Background: an optimization exercise with open tools, aiming at small area and a short achievable clock period. Do not read the settings as production practice.
The RTL was checked by simulation tests, not by an equivalence proof against the original design.
Power is estimated from default activity; no workload was simulated.

==> trial 44: inputs <==
Design tomasulo_backend, start of the top module:
module tomasulo_backend (
   input                Clk,
   input                Rst,
   input       [ 4:0]   Dispatch_Rd_Tag,
   input       [31:0]   Dispatch_Rs_Data,
   input       [ 4:0]   Dispatch_Rs_Tag,
   input                Dispatch_Rs_Data_Val,
   input       [31:0]   Dispatch_Rt_Data,
   input       [ 4:0]   Dispatch_Rt_Tag,
   input                Dispatch_Rt_Data_Val,
   input       [ 3:0]   Dispatch_Opcode_Int,
   input       [ 4:0]   Dispatch_Shfamt_Int,
   input                Dispatch_Opcode_LS,
   input       [15:0]   Dispatch_Imm_LS,
   input                Dispatch_Enable_Int0,
   input                Dispatch_Enable_Int1,
   input                Dispatch_Enable_Mult,
   input                Dispatch_Enable_LS,
   output               IssueQueInt0_Full,
   output               IssueQueInt1_Full,
   output               IssueQueMult_Full,
   output               IssueQueLS_Full,
   output      [ 4:0]   CDB_Tag,
   output      [31:0]   CDB_Data,
   output               CDB_Valid,
   output               CDB_Branch,
   output               CDB_Branch_Taken,
   input                RB_Store_Ready,
   input                RB_Flush_Valid,
   output               ALU0_Overflow,
   output               ALU0_Carry_Out,
   output               ALU1_Overflow,
   output               ALU1_Carry_Out
);
clock: 28.0 ns
lec_check: 0
cap_margin: 20
core_margin: 2
core_utilization: 60
slew_margin: 20
synth_hierarchical: 1
synth_minimum_keep_size: 20000
standard.sh (not shown) runs the stock make flow with config.mk's settings and CLKGATE_MAP_FILE= SYNTH_SCRIPT=/design/flow/synth_recipe.tcl, a recipe that flattens the netlist after the stock synthesis.
==> flow/flow/run.sh <==
#!/bin/bash
# The standard layout (standard.sh, with its synthesis unchanged), with:
#  - timing repair aimed at a setup target tighter than the clock period,
#  - buf_4 cells as the port buffers,
set -euo pipefail
bash standard.sh \
  SETUP_SLACK_MARGIN=16.5 \
  "BUFFER_PORTS_ARGS=-buffer_cell sky130_fd_sc_hd__buf_4" \
  "CTS_ARGS=-sink_clustering_enable -repair_clock_nets -dont_use_dummy_load -sink_clustering_size 20 -buf_list {sky130_fd_sc_hd__clkbuf_4 sky130_fd_sc_hd__clkbuf_8}" \
  finish > make_finish.log 2>&1
==> build 58 (differences from trial 44) <==
--- a/flow/design.v
+++ b/flow/design.v
@@ -37,34 +37,27 @@
   assign Overflow = Cout ^ Cp[30];
 endmodule
 module ALU_Adder (
    input       [31:0]   Operand1,
    input       [31:0]   Operand2,
    input       [ 3:0]   ALU_Opcode,
-   output      [31:0]   Sum,
-   output               Cout,
-   output               Ovf,
    output               Carry_Out,
    output               Overflow
 );
    wire        sub = ALU_Opcode[3] | ALU_Opcode[2];
    wire [31:0] b   = Operand2 ^ {32{sub}};
-   wire [33:0] t   = {1'b0, Operand1, 1'b1} + {1'b0, b, sub};
-   assign Sum  = t[32:1];
-   assign Cout = t[33];
-   assign Ovf  = (Operand1[31] ~^ b[31]) & (Sum[31] ^ Operand1[31]);
-   assign Carry_Out = Cout & ~ALU_Opcode[3] & ALU_Opcode[1] & ~(ALU_Opcode[2] & ALU_Opcode[0]);
-   assign Overflow  = Ovf  & ~ALU_Opcode[3] & ALU_Opcode[1] & ~ALU_Opcode[0];
+   wire [32:0] t   = {1'b0, Operand1[30:0], 1'b1} + {1'b0, b[30:0], sub};
+   wire        c31 = t[32];
+   wire        c32 = (Operand1[31] & b[31]) | ((Operand1[31] ^ b[31]) & c31);
+   assign Carry_Out = c32 & ~ALU_Opcode[3] & ALU_Opcode[1] & ~(ALU_Opcode[2] & ALU_Opcode[0]);
+   assign Overflow  = (c32 ^ c31) & ~ALU_Opcode[3] & ALU_Opcode[1] & ~ALU_Opcode[0];
 endmodule
 module ALU (
    input       [31:0]   Operand1,
    input       [31:0]   Operand2,    
    input       [ 3:0]   ALU_Opcode,
-   input       [31:0]   Sum,         
-   input                Cout,
-   input                Ovf,
    output reg  [31:0]   Result,
    output               ALU_Branch,
    output               ALU_Branch_Taken
 );
    parameter OP_AND  = 4'b0000;
    parameter OP_OR   = 4'b0001;
@@ -87,12 +80,18 @@
       for (k = 0; k < 32; k = k + 1) begin
          rev_in[k]  = Operand1[31-k];
          rev_out[k] = sh_out[31-k];
       end
    end
    wire [31:0] shifted = right ? rev_out : sh_out;
+   wire        sub = ALU_Opcode[3] | ALU_Opcode[2];
+   wire [31:0] b   = Operand2 ^ {32{sub}};
+   wire [33:0] t   = {1'b0, Operand1, 1'b1} + {1'b0, b, sub};
+   wire [31:0] Sum  = t[32:1];
+   wire        Cout = t[33];
+   wire        Ovf  = (Operand1[31] ~^ b[31]) & (Sum[31] ^ Operand1[31]);
    wire eq = (Sum == 32'b0);
    always @(*) begin
       case (ALU_Opcode)
          OP_AND:  Result = Operand1 & Operand2;
          OP_OR:   Result = Operand1 | Operand2;
          OP_NOR:  Result = ~(Operand1 | Operand2);
@@ -563,44 +562,36 @@
    assign Tag_Out = t2_reg;
 endmodule
 module DCache (
    input                Clk,
    input                Rst,
    input       [31:0]   Store_Data,
-   input       [11:0]   Store_Address,    
+   input       [11:0]   Address,    
    input                Store,
-   input       [11:0]   Load_Address,
    output      [31:0]   Load_Data
 );
    integer i;
    reg [7:0] bank0 [0:31];
    reg [7:0] bank1 [0:31];
    reg [7:0] bank2 [0:31];
    reg [7:0] bank3 [0:31];
-   wire [1:0] roff  = Load_Address[1:0];
-   wire [4:0] rrow  = Load_Address[6:2];
-   wire [4:0] rrown = Load_Address[11:7];
-   wire [4:0] rrow0 = (roff > 2'd0) ? rrown : rrow;
-   wire [4:0] rrow1 = (roff > 2'd1) ? rrown : rrow;
-   wire [4:0] rrow2 = (roff > 2'd2) ? rrown : rrow;
-   wire [4:0] rrow3 = rrow;
-   wire [7:0] b0 = bank0[rrow0];
-   wire [7:0] b1 = bank1[rrow1];
-   wire [7:0] b2 = bank2[rrow2];
-   wire [7:0] b3 = bank3[rrow3];
-   assign Load_Data = (roff == 2'd0) ? {b3, b2, b1, b0} :
-                      (roff == 2'd1) ? {b0, b3, b2, b1} :
-                      (roff == 2'd2) ? {b1, b0, b3, b2} :
-                                       {b2, b1, b0, b3};
-   wire [1:0] off  = Store_Address[1:0];
-   wire [4:0] row  = Store_Address[6:2];
-   wire [4:0] rown = Store_Address[11:7];
+   wire [1:0] off  = Address[1:0];
+   wire [4:0] row  = Address[6:2];
+   wire [4:0] rown = Address[11:7];
    wire [4:0] row0 = (off > 2'd0) ? rown : row;
    wire [4:0] row1 = (off > 2'd1) ? rown : row;
    wire [4:0] row2 = (off > 2'd2) ? rown : row;
    wire [4:0] row3 = row;
+   wire [7:0] b0 = bank0[row0];
+   wire [7:0] b1 = bank1[row1];
+   wire [7:0] b2 = bank2[row2];
+   wire [7:0] b3 = bank3[row3];
+   assign Load_Data = (off == 2'd0) ? {b3, b2, b1, b0} :
+                      (off == 2'd1) ? {b0, b3, b2, b1} :
+                      (off == 2'd2) ? {b1, b0, b3, b2} :
+                                      {b2, b1, b0, b3};
    wire [7:0] d0 = Store_Data[ 7: 0];
    wire [7:0] d1 = Store_Data[15: 8];
    wire [7:0] d2 = Store_Data[23:16];
    wire [7:0] d3 = Store_Data[31:24];
    wire [7:0] w0 = (off == 2'd0) ? d0 : (off == 2'd1) ? d3 : (off == 2'd2) ? d2 : d1;
    wire [7:0] w1 = (off == 2'd0) ? d1 : (off == 2'd1) ? d0 : (off == 2'd2) ? d3 : d2;
@@ -650,12 +641,13 @@
    input                Dispatch_Enable,
    output               IssueQue_AllValid,
    input       [ 4:0]   CDB_Tag,
    input       [31:0]   CDB_Data,
    input                CDB_Valid,
    output               IssueQue_Ready,
+   output               IssueQue_Ready_Next,  
    output      [31:0]   IssueQue_Rs_Data,
    output      [31:0]   IssueQue_Rt_Data,    
    output      [ 4:0]   IssueQue_Rd_Tag,
    output      [ 3:0]   IssueQue_Opcode,
    input                Issueblk_Issue,
    input                RB_Flush_Valid
@@ -741,12 +733,13 @@
    wire rn2 = (mrs[2] | nrsv[2]) & (mrt[2] | nrtv[2]) & vn2;
    wire rn3 = (mrs[3] | nrsv[3]) & (mrt[3] | nrtv[3]) & vn3;
    wire sn1 = ~rn0 & rn1;
    wire sn2 = ~rn0 & ~rn1 & rn2;
    wire sn3 = ~rn0 & ~rn1 & ~rn2 & rn3;
    wire [3:0] sel_next = {sn3, sn2, sn1, ~(sn1 | sn2 | sn3)};
+   assign IssueQue_Ready_Next = rn0 | rn1 | rn2 | rn3;
    always @(posedge Clk, posedge Rst) begin
       if (Rst) begin
          sel <= 4'b0001;
          for (i = 0; i < 4; i = i + 1) begin
             op[i] <= 4'b0;
             v [i] <= 1'b0;
@@ -893,14 +886,13 @@
    input                CDB_Valid,
    output               Ready_1,            
    output               Load_1,             
    output               Store_1,            
    output               Load_0,             
    output      [31:0]   IssueQue_Data,      
-   output      [11:0]   Load_Address,       
-   output      [11:0]   Store_Address,
+   output      [11:0]   Address,            
    output      [ 4:0]   IssueQue_Rd_Tag,
    input                IssueUnit_Issue,    
    output               IssueQue_Store,     
    input                RB_Store_Ready,
    input                RB_Flush_Valid
 );
@@ -947,15 +939,14 @@
    wire [11:0] ax2 = {af[2][6:2] + 5'd1, af[2]};
    wire [11:0] ax3 = {af[3][6:2] + 5'd1, af[3]};
    wire [11:0] ax_1 = ({12{s0_1}} & ax0) | ({12{s1_1}} & ax1) | ({12{s2_1}} & ax2) | ({12{s3_1}} & ax3);
    wire [11:0] ax_0 = ({12{s0_0}} & ax0) | ({12{s1_0}} & ax1) | ({12{s2_0}} & ax2) | ({12{s3_0}} & ax3);
    wire [ 4:0] rd_1 = ({ 5{s0_1}} & rd[0]) | ({ 5{s1_1}} & rd[1]) | ({ 5{s2_1}} & rd[2]) | ({ 5{s3_1}} & rd[3]);
    wire [ 4:0] rd_0 = ({ 5{s0_0}} & rd[0]) | ({ 5{s1_0}} & rd[1]) | ({ 5{s2_0}} & rd[2]) | ({ 5{s3_0}} & rd[3]);
-   assign Load_Address  = RB_Store_Ready ? ax_1 : ax_0;
+   assign Address         = RB_Store_Ready ? ax_1 : ax_0;
    assign IssueQue_Rd_Tag = RB_Store_Ready ? rd_1 : rd_0;
-   assign Store_Address = ax_1;
    assign IssueQue_Data = ({32{s0_1}} & {rth[0], rtl[0]}) | ({32{s1_1}} & {rth[1], rtl[1]}) |
                           ({32{s2_1}} & {rth[2], rtl[2]}) | ({32{s3_1}} & {rth[3], rtl[3]});
    wire store = RB_Store_Ready & Store_1;
    assign IssueQue_Store = store;
    wire issue = store | IssueUnit_Issue;
    wire i0 = issue & c0;
@@ -1043,12 +1034,14 @@
 module IssueUnit (
    input                Clk,
    input                Rst,
    input                RB_Store_Ready,
    input                Ready_Int0,
    input                Ready_Int1,
+   input                Ready_Int0_Next,
+   input                Ready_Int1_Next,
    input                Ready_Mult,
    input                Load_1,         
    input                Load_0,         
    input                Store_1,        
    input                AllValid_Int0,
    input                AllValid_Int1,
@@ -1091,36 +1084,39 @@
    wire Issue_Int1_0 = pick1 & ~(~int_first & Load_0);
    wire Issue_Int0_1 = pick0 & ~(~int_first & Load_1);
    wire Issue_Int0_0 = pick0 & ~(~int_first & Load_0);
    assign Issue_LS   = RB_Store_Ready ? Issue_LS_1   : Issue_LS_0;
    assign Issue_Int1 = RB_Store_Ready ? Issue_Int1_1 : Issue_Int1_0;
    assign Issue_Int0 = RB_Store_Ready ? Issue_Int0_1 : Issue_Int0_0;
-   assign Int0_Full_1 = AllValid_Int0 & ~Issue_Int0_1;
-   assign Int0_Full_0 = AllValid_Int0 & ~Issue_Int0_0;
-   assign Int1_Full_1 = AllValid_Int1 & ~Issue_Int1_1;
-   assign Int1_Full_0 = AllValid_Int1 & ~Issue_Int1_0;
-   assign LS_Full_1   = AllValid_LS & ~(Store_1 | Issue_LS_1);
-   assign LS_Full_0   = AllValid_LS & ~Issue_LS_0;
-   assign Int_Sel1 = i0_first ? ~Ready_Int0 : Ready_Int1;
+   assign Int0_Full_1 = ~(AllValid_Int0 & ~Issue_Int0_1);
+   assign Int0_Full_0 = ~(AllValid_Int0 & ~Issue_Int0_0);
+   assign Int1_Full_1 = ~(AllValid_Int1 & ~Issue_Int1_1);
+   assign Int1_Full_0 = ~(AllValid_Int1 & ~Issue_Int1_0);
+   assign LS_Full_1   = ~(AllValid_LS & ~(Store_1 | Issue_LS_1));
+   assign LS_Full_0   = ~(AllValid_LS & ~Issue_LS_0);
+   reg  sel1_reg;
+   assign Int_Sel1 = sel1_reg;
    wire [1:0] LRU_next = Issue_LS   ? {1'b1, LRU_reg[0]} :
                          Issue_Int1 ? 2'b01 :
                          Issue_Int0 ? 2'b00 : LRU_reg;
    wire int_issue = Issue_Int0 | Issue_Int1;
    always @(posedge Clk, posedge Rst) begin
       if (Rst) begin
          slot             <= 3'b000;
+         sel1_reg         <= 1'b0;
          LRU_reg          <= 2'b10;
          CDB_Tag          <= 5'b0;
          CDB_Data         <= 32'b0;
          CDB_Valid        <= 1'b0;
          CDB_Branch       <= 1'b0;
          CDB_Branch_Taken <= 1'b0;
       end
       else begin
          slot    <= {slot[1:0], Ready_Mult};
          LRU_reg <= LRU_next;
+         sel1_reg <= LRU_next[0] ? ~Ready_Int0_Next : Ready_Int1_Next;
          CDB_Valid        <= mult_done | Issue_LS | int_issue;
          CDB_Tag          <= mult_done ? Mult_Tag    : Issue_LS ? LS_Tag    : int_issue ? Int_Tag    : 5'b0;
          CDB_Data         <= mult_done ? Mult_Result : Issue_LS ? LS_Result : int_issue ? Int_Result : 32'b0;
          CDB_Branch       <= int_issue & Int_Branch;
          CDB_Branch_Taken <= int_issue & Int_Branch_Taken;
       end
@@ -1135,15 +1131,15 @@
    input                LS_Full_1,
    input                LS_Full_0,
    output               Int0_Full,
    output               Int1_Full,
    output               LS_Full
 );
-   assign Int0_Full = RB_Store_Ready ? Int0_Full_1 : Int0_Full_0;
-   assign Int1_Full = RB_Store_Ready ? Int1_Full_1 : Int1_Full_0;
-   assign LS_Full   = RB_Store_Ready ? LS_Full_1   : LS_Full_0;
+   assign Int0_Full = ~(RB_Store_Ready ? Int0_Full_1 : Int0_Full_0);
+   assign Int1_Full = ~(RB_Store_Ready ? Int1_Full_1 : Int1_Full_0);
+   assign LS_Full   = ~(RB_Store_Ready ? LS_Full_1   : LS_Full_0);
 endmodule
 module BackEnd (
    input                Clk,
    input                Rst,
    input       [ 4:0]   Dispatch_Rd_Tag,
    input       [31:0]   Dispatch_Rs_Data,
@@ -1179,75 +1175,67 @@
    input                RB_Flush_Valid,
    output               ALU0_Overflow,
    output               ALU0_Carry_Out,
    output               ALU1_Overflow,
    output               ALU1_Carry_Out
 );
-   wire        Int0_Ready, Int1_Ready;
+   wire        Int0_Ready, Int1_Ready, Int0_Ready_Next, Int1_Ready_Next;
    wire [31:0] Int0_Rs, Int0_Rt, Int1_Rs, Int1_Rt;
    wire [ 4:0] Int0_Tag, Int1_Tag;
    wire [ 3:0] Int0_Op, Int1_Op;
    wire        Issue_Int0, Issue_Int1, Issue_LS, Int_Sel1;
    wire        Mult_Ready;
    wire [15:0] Mult_Rs, Mult_Rt;
    wire [ 4:0] Mult_Tag;
    wire [31:0] Mult_Result;
    wire [ 4:0] Mult_Tag_Out;
    wire        LS_Load_1, LS_Load_0, LS_Store_1, LS_Ready_1, LS_Store;
    wire        Int0_AllValid, Int1_AllValid, LS_AllValid;
    wire [31:0] LS_Data, Load_Data;
-   wire [11:0] LS_Load_Address, LS_Store_Address;
+   wire [11:0] LS_Address;
    wire [ 4:0] LS_Tag;
    IssueQueueInt IssueQueueInt_inst0 (
       .Clk(Clk), .Rst(Rst),
       .Dispatch_Rd_Tag(Dispatch_Rd_Tag),
       .Dispatch_Rs_Data(Dispatch_Rs_Data), .Dispatch_Rs_Tag(Dispatch_Rs_Tag), .Dispatch_Rs_Data_Val(Dispatch_Rs_Data_Val),
       .Dispatch_Rt_Data(Dispatch_Rt_Data), .Dispatch_Rt_Tag(Dispatch_Rt_Tag), .Dispatch_Rt_Data_Val(Dispatch_Rt_Data_Val),
       .Dispatch_Opcode(Dispatch_Opcode_Int), .Dispatch_Shfamt(Dispatch_Shfamt_Int),
       .Dispatch_Enable(Dispatch_Enable_Int0), .IssueQue_AllValid(Int0_AllValid),
       .CDB_Tag(CDB_Tag_In), .CDB_Data(CDB_Data_In), .CDB_Valid(CDB_Valid_In),
-      .IssueQue_Ready(Int0_Ready), .IssueQue_Rs_Data(Int0_Rs), .IssueQue_Rt_Data(Int0_Rt),
+      .IssueQue_Ready(Int0_Ready), .IssueQue_Ready_Next(Int0_Ready_Next), .IssueQue_Rs_Data(Int0_Rs), .IssueQue_Rt_Data(Int0_Rt),
       .IssueQue_Rd_Tag(Int0_Tag), .IssueQue_Opcode(Int0_Op),
       .Issueblk_Issue(Issue_Int0), .RB_Flush_Valid(RB_Flush_Valid)
    );
    IssueQueueInt IssueQueueInt_inst1 (
       .Clk(Clk), .Rst(Rst),
       .Dispatch_Rd_Tag(Dispatch_Rd_Tag),
       .Dispatch_Rs_Data(Dispatch_Rs_Data), .Dispatch_Rs_Tag(Dispatch_Rs_Tag), .Dispatch_Rs_Data_Val(Dispatch_Rs_Data_Val),
       .Dispatch_Rt_Data(Dispatch_Rt_Data), .Dispatch_Rt_Tag(Dispatch_Rt_Tag), .Dispatch_Rt_Data_Val(Dispatch_Rt_Data_Val),
       .Dispatch_Opcode(Dispatch_Opcode_Int), .Dispatch_Shfamt(Dispatch_Shfamt_Int),
       .Dispatch_Enable(Dispatch_Enable_Int1), .IssueQue_AllValid(Int1_AllValid),
       .CDB_Tag(CDB_Tag_In), .CDB_Data(CDB_Data_In), .CDB_Valid(CDB_Valid_In),
-      .IssueQue_Ready(Int1_Ready), .IssueQue_Rs_Data(Int1_Rs), .IssueQue_Rt_Data(Int1_Rt),
+      .IssueQue_Ready(Int1_Ready), .IssueQue_Ready_Next(Int1_Ready_Next), .IssueQue_Rs_Data(Int1_Rs), .IssueQue_Rt_Data(Int1_Rt),
       .IssueQue_Rd_Tag(Int1_Tag), .IssueQue_Opcode(Int1_Op),
       .Issueblk_Issue(Issue_Int1), .RB_Flush_Valid(RB_Flush_Valid)
    );
-   wire [31:0] Sum0, Sum1;
-   wire        Cout0, Cout1, Ovf0, Ovf1;
    ALU_Adder ALU_Adder_inst0 (
       .Operand1(Int0_Rs), .Operand2(Int0_Rt), .ALU_Opcode(Int0_Op),
-      .Sum(Sum0), .Cout(Cout0), .Ovf(Ovf0),
       .Carry_Out(ALU0_Carry_Out), .Overflow(ALU0_Overflow)
    );
    ALU_Adder ALU_Adder_inst1 (
       .Operand1(Int1_Rs), .Operand2(Int1_Rt), .ALU_Opcode(Int1_Op),
-      .Sum(Sum1), .Cout(Cout1), .Ovf(Ovf1),
       .Carry_Out(ALU1_Carry_Out), .Overflow(ALU1_Overflow)
    );
    wire [31:0] Alu_Rs  = Int_Sel1 ? Int1_Rs  : Int0_Rs;
    wire [31:0] Alu_Rt  = Int_Sel1 ? Int1_Rt  : Int0_Rt;
    wire [ 3:0] Alu_Op  = Int_Sel1 ? Int1_Op  : Int0_Op;
    wire [ 4:0] Alu_Tag = Int_Sel1 ? Int1_Tag : Int0_Tag;
-   wire [31:0] Alu_Sum = Int_Sel1 ? Sum1     : Sum0;
-   wire        Alu_Cout = Int_Sel1 ? Cout1   : Cout0;
-   wire        Alu_Ovf  = Int_Sel1 ? Ovf1    : Ovf0;
    wire [31:0] Alu_Result;
    wire        Alu_Branch, Alu_Branch_Taken;
    ALU ALU_inst0 (
       .Operand1(Alu_Rs), .Operand2(Alu_Rt), .ALU_Opcode(Alu_Op),
-      .Sum(Alu_Sum), .Cout(Alu_Cout), .Ovf(Alu_Ovf),
       .Result(Alu_Result), .ALU_Branch(Alu_Branch), .ALU_Branch_Taken(Alu_Branch_Taken)
    );
    IssueQueueMult IssueQueueMult_inst0 (
       .Clk(Clk), .Rst(Rst),
       .Dispatch_Rd_Tag(Dispatch_Rd_Tag),
       .Dispatch_Rs_Data(Dispatch_Rs_Data[15:0]), .Dispatch_Rs_Tag(Dispatch_Rs_Tag), .Dispatch_Rs_Data_Val(Dispatch_Rs_Data_Val),
@@ -1268,27 +1256,27 @@
       .Dispatch_Rs_Data(Dispatch_Rs_Data), .Dispatch_Rs_Tag(Dispatch_Rs_Tag), .Dispatch_Rs_Data_Val(Dispatch_Rs_Data_Val),
       .Dispatch_Rt_Data(Dispatch_Rt_Data), .Dispatch_Rt_Tag(Dispatch_Rt_Tag), .Dispatch_Rt_Data_Val(Dispatch_Rt_Data_Val),
       .Dispatch_Opcode(Dispatch_Opcode_LS), .Dispatch_Imm(Dispatch_Imm_LS),
       .Dispatch_Enable(Dispatch_Enable_LS), .IssueQue_AllValid(LS_AllValid),
       .CDB_Tag(CDB_Tag_In), .CDB_Data(CDB_Data_In), .CDB_Valid(CDB_Valid_In),
       .Ready_1(LS_Ready_1), .Load_1(LS_Load_1), .Store_1(LS_Store_1), .Load_0(LS_Load_0),
-      .IssueQue_Data(LS_Data), .Load_Address(LS_Load_Address), .Store_Address(LS_Store_Address),
+      .IssueQue_Data(LS_Data), .Address(LS_Address),
       .IssueQue_Rd_Tag(LS_Tag),
       .IssueUnit_Issue(Issue_LS), .IssueQue_Store(LS_Store),
       .RB_Store_Ready(RB_Store_Ready), .RB_Flush_Valid(RB_Flush_Valid)
    );
    DCache DCache_inst0 (
       .Clk(Clk), .Rst(Rst),
-      .Store_Data(LS_Data), .Store_Address(LS_Store_Address), .Store(LS_Store),
-      .Load_Address(LS_Load_Address),
+      .Store_Data(LS_Data), .Address(LS_Address), .Store(LS_Store),
       .Load_Data(Load_Data)
    );
    IssueUnit IssueUnit_inst0 (
       .Clk(Clk), .Rst(Rst),
       .RB_Store_Ready(RB_Store_Ready),
       .Ready_Int0(Int0_Ready), .Ready_Int1(Int1_Ready), .Ready_Mult(Mult_Ready),
+      .Ready_Int0_Next(Int0_Ready_Next), .Ready_Int1_Next(Int1_Ready_Next),
       .Load_1(LS_Load_1), .Load_0(LS_Load_0), .Store_1(LS_Store_1),
       .AllValid_Int0(Int0_AllValid), .AllValid_Int1(Int1_AllValid), .AllValid_LS(LS_AllValid),
       .Issue_Int0(Issue_Int0), .Issue_Int1(Issue_Int1), .Issue_LS(Issue_LS), .Int_Sel1(Int_Sel1),
       .Int0_Full_1(Int0_Full_1), .Int0_Full_0(Int0_Full_0), .Int1_Full_1(Int1_Full_1), .Int1_Full_0(Int1_Full_0),
       .LS_Full_1(LS_Full_1), .LS_Full_0(LS_Full_0),
       .Int_Tag(Alu_Tag), .Int_Result(Alu_Result),
==> flow/flow/run.sh (replaced) <==
#!/bin/bash
# The standard layout (standard.sh, with its synthesis unchanged), with:
#  - timing repair aimed at a setup target tighter than the clock period,
#  - buf_4 cells as the port buffers,
set -euo pipefail
bash standard.sh \
  SETUP_SLACK_MARGIN=17 \
  "BUFFER_PORTS_ARGS=-buffer_cell sky130_fd_sc_hd__buf_4" \
  "CTS_ARGS=-sink_clustering_enable -repair_clock_nets -dont_use_dummy_load -sink_clustering_size 20 -buf_list {sky130_fd_sc_hd__clkbuf_4 sky130_fd_sc_hd__clkbuf_8}" \
  finish > make_finish.log 2>&1
Settings changed: CORE_UTILIZATION 60 to 65, SYNTH_MINIMUM_KEEP_SIZE 20000 to 9000.
==> results.txt <==
item	build 58	trial 44
Adder-cell share of the synthesized area	0.0521	0.0495
Power in the clock group	2.42 mW	2.45 mW
Total chip power	16.5 mW	16.8 mW
Crit-path slowest cell	sky130_fd_sc_hd__mux2i_4	sky130_fd_sc_hd__nand3_2
Start of the worst register-to-register path	BackEnd_inst0.IssueUnit_inst0.sel1_reg	BackEnd_inst0.IssueQueueLS_inst0.rsv[0]
Total clock sinks	2249	2248
Area enclosed by the die boundary	188000 um^2	203000 um^2
Routability congestion estimate	1.01	1.01
Worst setup skew after layout	115 ps	134 ps
Number of well taps	2464	2640
Number of vias in the routed layout	99999	101928
Arrival time of data at the critical path endpoint	6130 ps	6990 ps
Count of cells resized by post-cts repair	88	103
Total number of nets in the final design	12377	12600
Reg power frac	0.285	0.278
Post-placement cell area	123000 um^2	123000 um^2
Hold endpoint	BackEnd_inst0.Mult_inst0.p2_reg[9]	BackEnd_inst0.Mult_inst0.p2_reg[22]
Detailed route wirelength on metal3	55.9 mm	62.6 mm
Starting Density	0.654	0.604
DPL Wire Length	289 mm	311 mm
Core Region	183000 um^2	198000 um^2
Result of the run	timing/DRC/antenna clean	timing/DRC/antenna clean
Total leakage power	54.5 nW	55.3 nW
Worst IR Drop VDD	0.383 mV	0.330 mV
Count of multi-input gates	8358	8573

what the ideal ports hide:
The results above use ideal ports. As a check the final layouts listed here were re-extracted and re-timed, cells and wires unchanged. Step 1 sets driving cells, clkbuf_16 on the clock port and buf_2 on the other inputs (assumed; they add their load-dependent delay and slew). Step 2 adds t to the input delays and takes it off the output delays; t is the mean of the earliest and latest rising clock arrival at the registers after step 1. Input paths then give back, and output paths get back, about the clock's delay inside the block. a / b / c = ideal ports / drivers / drivers and shift; a / b = the first two.
run | t, ns | setup WS [ns] | worst register clock-pin slew, ns | worst data-port slew with drivers (ns) | pins driven straight from the clock port
trial 44 | 1.178 | 15.413 / 15.195 / 15.195 | 0.07 / 0.07 | 0.22 | 1
build 58 | 1.185 | 16.271 / 16.101 / 15.714 | 0.07 / 0.07 | 0.17 | 1
After both steps setup and hold are still met in every run listed. For build 58, which loses most, drivers alone change the setup slack by -0.170 ns; drivers and shift together by -0.557 ns.
